This design comes from an exercise in tuning for small area on the open sky130 flow, not from production work. Function was checked by simulation only, so behaviour that the tests miss may differ from the original. Power is estimated from default activity; no workload was simulated.

==> inputs of 10-02 <==
==> flow/design.v <==
module bullet_ctrl_top (input frame_clk, input Reset,
    input chara_direction,
    input [9:0] show_x, show_y,
    input [9:0] chara_left, chara_right, chara_top, chara_bot,
    input press_j, dragon, deflect, deflect_left, deflect_right,
    input [9:0] DrawX, DrawY,
    input [1:0] chara_id,
    input deflect_color,
    output logic [23:0] bullet_color,
    output logic [59:0] bullet_state,
    output logic [29:0] hit,
    output logic DEFLECT_HIT,
    output logic test);
  localparam [1:0] WAIT = 2'd0, ML = 2'd1, MR = 2'd2, CD = 2'd3;
  function automatic ge10(input [9:0] a, input [9:0] b);  
    reg c;
    integer i;
    begin
      c = 1'b1;
      for (i = 0; i < 10; i = i + 1) c = (a[i] & ~b[i]) | ((a[i] | ~b[i]) & c);
      ge10 = c;
    end
  endfunction
  function automatic [9:0] add10(input [9:0] a, input [9:0] b);
    reg c;
    integer i;
    begin
      c = 1'b0;
      for (i = 0; i < 10; i = i + 1) begin
        add10[i] = a[i] ^ b[i] ^ c;
        c = (a[i] & b[i]) | ((a[i] | b[i]) & c);
      end
    end
  endfunction
  function automatic [9:0] sub10(input [9:0] a, input [9:0] b);  
    reg c;
    integer i;
    begin
      c = 1'b1;
      for (i = 0; i < 10; i = i + 1) begin
        sub10[i] = a[i] ^ ~b[i] ^ c;
        c = (a[i] & ~b[i]) | ((a[i] | ~b[i]) & c);
      end
    end
  endfunction
  logic c0, c1;
  assign c0 = (chara_id == 2'd0);
  assign c1 = (chara_id == 2'd1);
  logic [9:0] step, frange, fperiod;
  always_comb begin
    if (c0)      begin step = 10'd6; frange = 10'd160; fperiod = 10'd3;   end
    else if (c1) begin step = 10'd4; frange = 10'd320; fperiod = 10'd6;   end
    else         begin step = 10'd3; frange = 10'd320; fperiod = 10'd100; end
  end
  logic [29:0][1:0] st;
  logic [29:0][9:0] bx;
  logic [29:0][9:0] by;
  logic        dragon_q;
  logic [6:0]  cnt;        
  logic [5:0]  cntg;       
  logic [9:0]  delay;
  logic [1:0]  acc;
  logic [29:0] waiting, moving, shoot, dhit;
  logic [29:0] vis_t, match_d, inner_d;
  always_comb
    for (int i = 0; i < 30; i++) begin
      waiting[i] = (st[i] == WAIT);
      moving[i]  = (st[i] == ML) || (st[i] == MR);
      bullet_state[2*i +: 2] = st[i];
    end
  logic fire_en, fire;
  assign fire_en = (delay == 10'd0) && press_j && !deflect && (c0 || c1);
  assign fire = fire_en && (c1 ? (|waiting) : (|waiting[19:0]));
  always_comb begin
    logic seen;
    seen = 1'b0;
    for (int i = 0; i < 30; i++) begin
      shoot[i] = fire_en && waiting[i] && !seen && (i < 20 || c1);
      seen = seen | waiting[i];
    end
  end
  logic [9:0] delay_in;
  logic [1:0] acc_in;
  logic genji_rst;
  always_comb begin
    delay_in = (delay != 10'd0) ? delay + 10'd1 : 10'd0;
    if (delay_in == fperiod) delay_in = 10'd0;
    if (fire) delay_in = 10'd1;
    acc_in = acc + {1'b0, fire && c1};
    genji_rst = 1'b0;
    if (c1) begin
      if (acc_in != 2'd3) genji_rst = 1'b1;
      else begin
        delay_in = 10'd1;
        if (cntg == 6'd35) begin acc_in = 2'd0; delay_in = 10'd0; end
      end
    end
  end
  logic reload;
  assign reload = c0 ? (cnt == 7'd69) : (cnt == 7'd100);
  logic rst_all;
  assign rst_all = Reset || reload || dragon_q;
  always_ff @(posedge frame_clk) begin
    dragon_q <= dragon;
    if (Reset) begin
      acc <= 2'd0;
      delay <= 10'd0;
    end else begin
      acc <= acc_in;
      delay <= delay_in;
    end
    if (Reset) test <= 1'b0;
    if (DEFLECT_HIT) test <= 1'b1;
    if (Reset || fire) cnt <= 7'd0;
    else if (cnt != 7'd127) cnt <= cnt + 7'd1;
    if (Reset || genji_rst) cntg <= 6'd0;
    else if (cntg != 6'd63) cntg <= cntg + 6'd1;
  end
  logic [9:0] srange, wlim, stepn;
  logic s_ge_r;
  assign srange = show_x + frange;
  assign wlim = show_x - frange;
  assign s_ge_r = show_x >= frange;
  assign stepn = 10'd0 - step;
  genvar g;
  generate
    for (g = 0; g < 30; g++) begin : b
      logic [9:0] x, y, u;
      logic bhit, left, out;
      logic [1:0] nst;
      assign x = bx[g];
      assign y = by[g];
      assign left = (st[g] == ML);
      assign bhit = ge10(x, chara_left) && ge10(chara_right, x) && ge10(y, chara_top) && ge10(chara_bot, y);
      assign u = add10(x, left ? stepn : step);
      logic uhi;
      assign uhi = c0 ? (u >= 10'd864) : (u >= 10'd704);
      assign out = bhit || (s_ge_r ? (ge10(wlim, u) || uhi) : (ge10(wlim, u) && uhi)) || ge10(u, srange) ||
                   (left ? (x < step) : (x > 10'd639 - step));
      assign hit[g]  = moving[g] && bhit && !(left ? deflect_right : deflect_left);
      assign dhit[g] = moving[g] && bhit &&  (left ? deflect_right : deflect_left);
      always_comb begin
        nst = st[g];
        if (waiting[g]) begin
          if (shoot[g]) nst = chara_direction ? MR : ML;
        end else if (moving[g]) begin
          if (out) nst = CD;
        end
        if (rst_all) nst = WAIT;
        if (dragon) nst = CD;
      end
      always_ff @(posedge frame_clk) begin
        st[g] <= nst;
        bx[g] <= moving[g] ? u : show_x;
        if (!moving[g]) by[g] <= show_y;
      end
      logic [8:0] fxk, fyk;
      logic [9:0] fx, fy;
      assign fx = sub10(DrawX, x);
      assign fy = sub10(DrawY, y);
      always_comb
        for (int k = -4; k <= 4; k++) begin
          fxk[k+4] = (fx == k[9:0]);
          fyk[k+4] = (fy == k[9:0]);
        end
      logic xe0, xe1023, xe123, xe1020_2, xe1022_3, ye0, ye1023, ye123, ye1020_2;
      logic xlo, xhi, ylo, yhi;
      assign xlo = (x[9:2] == 8'h00);
      assign xhi = (x[9:2] == 8'hff);
      assign ylo = (y[9:2] == 8'h00);
      assign yhi = (y[9:2] == 8'hff);
      assign xe0 = xlo && x[1:0] == 2'd0;
      assign xe123 = xlo && x[1:0] != 2'd0;
      assign xe1023 = xhi && x[1:0] == 2'd3;
      assign xe1020_2 = xhi && x[1:0] != 2'd3;
      assign xe1022_3 = xhi && x[1];
      assign ye0 = ylo && y[1:0] == 2'd0;
      assign ye123 = ylo && y[1:0] != 2'd0;
      assign ye1023 = yhi && y[1:0] == 2'd3;
      assign ye1020_2 = yhi && y[1:0] != 2'd3;
      logic xin, xl, xr, yin, yt, yb, trx, tryy;
      assign xin = (fxk[3] || fxk[4] || fxk[5]) && !xe0 && !xe1023;
      assign xl  = (fxk[0] || fxk[1] || fxk[2]) && !xe123;
      assign xr  = (fxk[6] || fxk[7] || fxk[8]) && !xe1020_2;
      assign yin = (fyk[3] || fyk[4] || fyk[5]) && !ye0 && !ye1023;
      assign yt  = (fyk[0] || fyk[1] || fyk[2]) && !ye123;
      assign yb  = (fyk[6] || fyk[7] || fyk[8]) && !ye1020_2;
      assign trx = fxk[4] || (fxk[3] && !xe0) || (fxk[5] && !xe1023) || (fxk[6] && !xe1022_3);
      assign tryy = fyk[4] || (fyk[3] && !ye0);
      assign inner_d[g] = moving[g] && xin && yin;
      assign match_d[g] = moving[g] && ((xin && (yin || yt || yb)) || (yin && (xl || xr)));
      assign vis_t[g]   = moving[g] && trx && tryy;
    end
  endgenerate
  assign DEFLECT_HIT = |dhit;
  logic any_d, first_inner, any_t;
  always_comb begin
    logic seen;
    seen = 1'b0;
    first_inner = 1'b0;
    for (int k = 0; k < 30; k++) begin
      if (!seen && match_d[k]) first_inner = inner_d[k];
      seen = seen | match_d[k];
    end
    any_d = seen;
    any_t = |vis_t[19:0];
  end
  always_comb begin
    if (c1)
      bullet_color = !any_d ? 24'h000000 : !first_inner ? 24'h808080 :
                     deflect_color ? 24'h181818 : 24'hf8f8ff;
    else if (c0)
      bullet_color = !any_t ? 24'h000000 : deflect_color ? 24'hff0000 : 24'h00ffff;
    else
      bullet_color = 24'hffffff;
  end
endmodule
==> flow/flow/run.sh <==
#!/bin/bash
set -euo pipefail
HERE=$(pwd)
# The standard flow's synthesis script, sourcing a copy of ORFS synth.tcl that uses our ABC script
sed "s|source \$::env(SCRIPTS_DIR)/synth.tcl|source $HERE/my_synth_core.tcl|" synth_recipe.tcl > my_synth.tcl
grep -q my_synth_core my_synth.tcl
awk -v s="$HERE/flow/abc_area2.script" '{print} /^source \$::env\(SCRIPTS_DIR\)\/synth_preamble.tcl/ {print "set abc_args [lreplace $abc_args 1 1 " s "]"; print "puts \"custom abc args: $abc_args\""}' \
  "$FLOW_HOME/scripts/synth.tcl" > my_synth_core.tcl
grep -q abc_area2 my_synth_core.tcl
export CTS_ARGS="-sink_clustering_enable -repair_clock_nets -dont_use_dummy_load"
bash standard.sh SYNTH_SCRIPT="$HERE/my_synth.tcl" synth > make_synth.log 2>&1
bash standard.sh SYNTH_SCRIPT="$HERE/my_synth.tcl" > make_finish.log 2>&1
==> flow/flow/abc_area2.script <==
strash
&get -n
&st
&syn2
&dch -f
&nf -a -R 1000
&st
&syn2
&dch -f
&nf -a -R 1000
&st
&dch -f
&nf -a -R 1000
&put
topo
==> flow/standard.sh <==
#!/bin/bash
# synth_recipe.tcl (not shown) runs the flow's synth.tcl, then flattens the netlist and writes it again
# the make line also repeats each setting of config.mk as NAME=value (left out here)
make -C /OpenROAD-flow-scripts/flow DESIGN_CONFIG=/design/flow/config.mk WORK_HOME=/design/flow/orfs CLKGATE_MAP_FILE= SYNTH_SCRIPT=/design/flow/synth_recipe.tcl "${@:-finish}"
==> flow/config.mk <==
export PLATFORM = sky130hd
export DESIGN_NAME = bullet_ctrl_top
export DESIGN_NICKNAME = bullet_ctrl_top
export VERILOG_FILES = /design/flow/design.v
export SDC_FILE = /design/flow/constraint.sdc
export NUM_CORES = 4
export LEC_CHECK = 0
export ABC_AREA = 1
export CAP_MARGIN = 20
export CORE_MARGIN = 2
export CORE_UTILIZATION = 55
export PLACE_DENSITY = 0.7
export SLEW_MARGIN = 20
==> flow/constraint.sdc <==
create_clock -name core_clock -period 25.0 [get_ports {frame_clk}]
set_input_delay 5.0000 -clock core_clock [delete_from_list [all_inputs] [get_ports {frame_clk}]]
set_output_delay 5.0000 -clock core_clock [all_outputs]
set_load 0.01 [all_outputs]
==> 06-04: changes against 10-02 <==
==> flow/design.v, changed modules only <==
module bullet_ctrl_top (input frame_clk, input Reset,
    input chara_direction,
    input [9:0] show_x, show_y,
    input [9:0] chara_left, chara_right, chara_top, chara_bot,
    input press_j, dragon, deflect, deflect_left, deflect_right,
    input [9:0] DrawX, DrawY,
    input [1:0] chara_id,
    input deflect_color,
    output logic [23:0] bullet_color,
    output logic [59:0] bullet_state,
    output logic [29:0] hit,
    output logic DEFLECT_HIT,
    output logic test);
  localparam [1:0] WAIT = 2'd0, ML = 2'd1, MR = 2'd2, CD = 2'd3;
  function automatic ge10(input [9:0] a, input [9:0] b);  
    reg c;
    integer i;
    begin
      c = 1'b1;
      for (i = 0; i < 10; i = i + 1) c = (a[i] & ~b[i]) | ((a[i] | ~b[i]) & c);
      ge10 = c;
    end
  endfunction
  function automatic [9:0] add10(input [9:0] a, input [9:0] b);
    reg c;
    integer i;
    begin
      c = 1'b0;
      for (i = 0; i < 10; i = i + 1) begin
        add10[i] = a[i] ^ b[i] ^ c;
        c = (a[i] & b[i]) | ((a[i] | b[i]) & c);
      end
    end
  endfunction
  function automatic [9:0] sub10(input [9:0] a, input [9:0] b);  
    reg c;
    integer i;
    begin
      c = 1'b1;
      for (i = 0; i < 10; i = i + 1) begin
        sub10[i] = a[i] ^ ~b[i] ^ c;
        c = (a[i] & ~b[i]) | ((a[i] | ~b[i]) & c);
      end
    end
  endfunction
  logic c0, c1;
  assign c0 = (chara_id == 2'd0);
  assign c1 = (chara_id == 2'd1);
  logic [9:0] step, frange, fperiod;
  always_comb begin
    if (c0)      begin step = 10'd6; frange = 10'd160; fperiod = 10'd3;   end
    else if (c1) begin step = 10'd4; frange = 10'd320; fperiod = 10'd6;   end
    else         begin step = 10'd3; frange = 10'd320; fperiod = 10'd100; end
  end
  logic [29:0][1:0] st;
  logic [29:0][9:0] bx;
  logic [29:0][9:0] by;
  logic        dragon_q;
  logic [6:0]  cnt;        
  logic [5:0]  cntg;       
  logic [9:0]  delay;
  logic [1:0]  acc;
  logic [29:0] waiting, moving, shoot, dhit;
  logic [29:0] vis_t, match_d, inner_d;
  always_comb
    for (int i = 0; i < 30; i++) begin
      waiting[i] = (st[i] == WAIT);
      moving[i]  = (st[i] == ML) || (st[i] == MR);
      bullet_state[2*i +: 2] = st[i];
    end
  logic fire_en, fire;
  assign fire_en = (delay == 10'd0) && press_j && !deflect && (c0 || c1);
  assign fire = fire_en && (c1 ? (|waiting) : (|waiting[19:0]));
  always_comb begin
    logic seen;
    seen = 1'b0;
    for (int i = 0; i < 30; i++) begin
      shoot[i] = fire_en && waiting[i] && !seen && (i < 20 || c1);
      seen = seen | waiting[i];
    end
  end
  logic [9:0] delay_in;
  logic [1:0] acc_in;
  logic genji_rst;
  always_comb begin
    delay_in = (delay != 10'd0) ? delay + 10'd1 : 10'd0;
    if (delay_in == fperiod) delay_in = 10'd0;
    if (fire) delay_in = 10'd1;
    acc_in = acc + {1'b0, fire && c1};
    genji_rst = 1'b0;
    if (c1) begin
      if (acc_in != 2'd3) genji_rst = 1'b1;
      else begin
        delay_in = 10'd1;
        if (cntg == 6'd35) begin acc_in = 2'd0; delay_in = 10'd0; end
      end
    end
  end
  logic reload;
  assign reload = c0 ? (cnt == 7'd69) : (cnt == 7'd100);
  logic rst_all;
  assign rst_all = Reset || reload || dragon_q;
  always_ff @(posedge frame_clk) begin
    dragon_q <= dragon;
    if (Reset) begin
      acc <= 2'd0;
      delay <= 10'd0;
    end else begin
      acc <= acc_in;
      delay <= delay_in;
    end
    if (Reset) test <= 1'b0;
    if (DEFLECT_HIT) test <= 1'b1;
    if (Reset || fire) cnt <= 7'd0;
    else if (cnt != 7'd127) cnt <= cnt + 7'd1;
    if (Reset || genji_rst) cntg <= 6'd0;
    else if (cntg != 6'd63) cntg <= cntg + 6'd1;
  end
  logic [9:0] srange, wlim, stepn;
  logic s_ge_r;
  assign srange = show_x + frange;
  assign wlim = show_x - frange;
  assign s_ge_r = show_x >= frange;
  assign stepn = 10'd0 - step;
  genvar g;
  generate
    for (g = 0; g < 30; g++) begin : b
      logic [9:0] x, y, u, fx, fy;
      logic bhit, left, out;
      logic [1:0] nst;
      assign x = bx[g];
      assign y = by[g];
      assign left = (st[g] == ML);
      assign bhit = ge10(x, chara_left) && ge10(chara_right, x) && ge10(y, chara_top) && ge10(chara_bot, y);
      assign u = add10(x, left ? stepn : step);
      logic uhi;
      assign uhi = c0 ? (u >= 10'd864) : (u >= 10'd704);
      assign out = bhit || (s_ge_r ? (ge10(wlim, u) || uhi) : (ge10(wlim, u) && uhi)) || ge10(u, srange) ||
                   (left ? (x < step) : (x > 10'd639 - step));
      assign hit[g]  = moving[g] && bhit && !(left ? deflect_right : deflect_left);
      assign dhit[g] = moving[g] && bhit &&  (left ? deflect_right : deflect_left);
      always_comb begin
        nst = st[g];
        if (waiting[g]) begin
          if (shoot[g]) nst = chara_direction ? MR : ML;
        end else if (moving[g]) begin
          if (out) nst = CD;
        end
        if (rst_all) nst = WAIT;
        if (dragon) nst = CD;
      end
      always_ff @(posedge frame_clk) begin
        st[g] <= nst;
        bx[g] <= moving[g] ? u : show_x;
        if (!moving[g]) by[g] <= show_y;
      end
      assign fx = sub10(DrawX, x);
      assign fy = sub10(DrawY, y);
      logic xin, xl, xr, yin, yt, yb, trx, tryy;
      logic xe0, xe1, xe123, xe1020, xe1021, xe1022, xe1023, ye0, ye1, ye123, ye1020, ye1023;
      logic xlo, xhi, ylo, yhi;
      assign xlo = (x[9:2] == 8'h00);
      assign xhi = (x[9:2] == 8'hff);
      assign ylo = (y[9:2] == 8'h00);
      assign yhi = (y[9:2] == 8'hff);
      assign xin = (fx == 10'h3ff || fx == 10'd0 || fx == 10'd1) && !(xlo && x[1:0] == 2'd0) && !(xhi && x[1:0] == 2'd3);
      assign xl  = (fx == 10'h3fc || fx == 10'h3fd || fx == 10'h3fe) && !(xlo && x[1:0] != 2'd0);
      assign xr  = (fx == 10'd2 || fx == 10'd3 || fx == 10'd4) && !(xhi && x[1:0] != 2'd3);
      assign yin = (fy == 10'h3ff || fy == 10'd0 || fy == 10'd1) && !(ylo && y[1:0] == 2'd0) && !(yhi && y[1:0] == 2'd3);
      assign yt  = (fy == 10'h3fc || fy == 10'h3fd || fy == 10'h3fe) && !(ylo && y[1:0] != 2'd0);
      assign yb  = (fy == 10'd2 || fy == 10'd3 || fy == 10'd4) && !(yhi && y[1:0] != 2'd3);
      assign trx = fx == 10'd0 ||
                   (fx == 10'h3ff && !(xlo && x[1:0] == 2'd0)) ||
                   (fx == 10'd1 && !(xhi && x[1:0] == 2'd3)) ||
                   (fx == 10'd2 && !(xhi && x[1]));
      assign tryy = fy == 10'd0 || (fy == 10'h3ff && !(ylo && y[1:0] == 2'd0));
      assign inner_d[g] = moving[g] && xin && yin;
      assign match_d[g] = moving[g] && ((xin && (yin || yt || yb)) || (yin && (xl || xr)));
      assign vis_t[g]   = moving[g] && trx && tryy;
    end
  endgenerate
  assign DEFLECT_HIT = |dhit;
  logic any_d, first_inner, any_t;
  always_comb begin
    logic seen;
    seen = 1'b0;
    first_inner = 1'b0;
    for (int k = 0; k < 30; k++) begin
      if (!seen && match_d[k]) first_inner = inner_d[k];
      seen = seen | match_d[k];
    end
    any_d = seen;
    any_t = |vis_t[19:0];
  end
  always_comb begin
    if (c1)
      bullet_color = !any_d ? 24'h000000 : !first_inner ? 24'h808080 :
                     deflect_color ? 24'h181818 : 24'hf8f8ff;
    else if (c0)
      bullet_color = !any_t ? 24'h000000 : deflect_color ? 24'hff0000 : 24'h00ffff;
    else
      bullet_color = 24'hffffff;
  end
endmodule
==> flow/run.sh (new file) <==
#!/bin/bash
# synth_recipe.tcl (not shown) runs the flow's synth.tcl, then flattens the netlist and writes it again
# the make line also repeats each setting of config.mk as NAME=value (left out here)
make -C /OpenROAD-flow-scripts/flow DESIGN_CONFIG=/design/flow/config.mk WORK_HOME=/design/flow/orfs CLKGATE_MAP_FILE= SYNTH_SCRIPT=/design/flow/synth_recipe.tcl finish
--- a/flow/config.mk
+++ b/flow/config.mk
@@ -9,5 +9,5 @@
 export CAP_MARGIN = 20
 export CORE_MARGIN = 2
-export CORE_UTILIZATION = 55
-export PLACE_DENSITY = 0.7
+export CORE_UTILIZATION = 45
+export PLACE_DENSITY = 0.65
 export SLEW_MARGIN = 20
removed: flow/flow/run.sh
removed: flow/flow/abc_area2.script
removed: flow/standard.sh
==> results.txt <==
- 06-04 produced a clean layout. 10-02 passed the timing, design-rule and antenna checks.
- In 06-04 the worst setup slack is higher than in 10-02, by 1.1 ns.
- Against 06-04, the non-clock buffer count of 10-02 is higher by 8.
- Between 10-02 and 06-04, the lower sequential power is in 06-04 (gap about 10%, measured against 06-04).
- Between 06-04 and 10-02, the lower wire length is in 10-02 (gap 6.7%, measured against 10-02).
- Worst hold slack: 06-04 is better than 10-02 (0.022 ns).
- In sequential cell count, 06-04 and 10-02 do not differ.
- In 10-02 the fmax is smaller than in 06-04, by 5.5%.
- Of 06-04 and 10-02, 10-02 has the higher global-route usage (gap 11 points).

[what the ideal ports hide]
The flow's constraints put no driver on any port. The routed layouts listed below were extracted and timed again, unchanged, in two steps. Step 1 assumes that a clkbuf_16 drives the clock port and a buf_2 every other input. Step 2, shift: input delay + t, output delay - t, t = (earliest + latest rising clock arrival at the registers) / 2. This alone moves slack from input paths to output paths. a / b / c = ideal ports / drivers / drivers and shift; a / b = the first two.
| run | t, ns | setup slack, ns | hold slack, ns | worst setup path after step 2 | cell pins on the clock port's net |
|---|---|---|---|---|---|
| 10-02 | 0.819 | 4.635 / 4.612 / 4.612 | 0.459 / 0.459 / 0.459 | input to output | 1 |
| 06-04 | 0.879 | 5.754 / 5.732 / 5.732 | 0.481 / 0.481 / 0.481 | input to output | 1 |
After both steps setup and hold are still met in every run listed. For 10-02, which loses most, drivers alone change the setup slack by -0.023 ns; drivers and shift together by -0.023 ns.
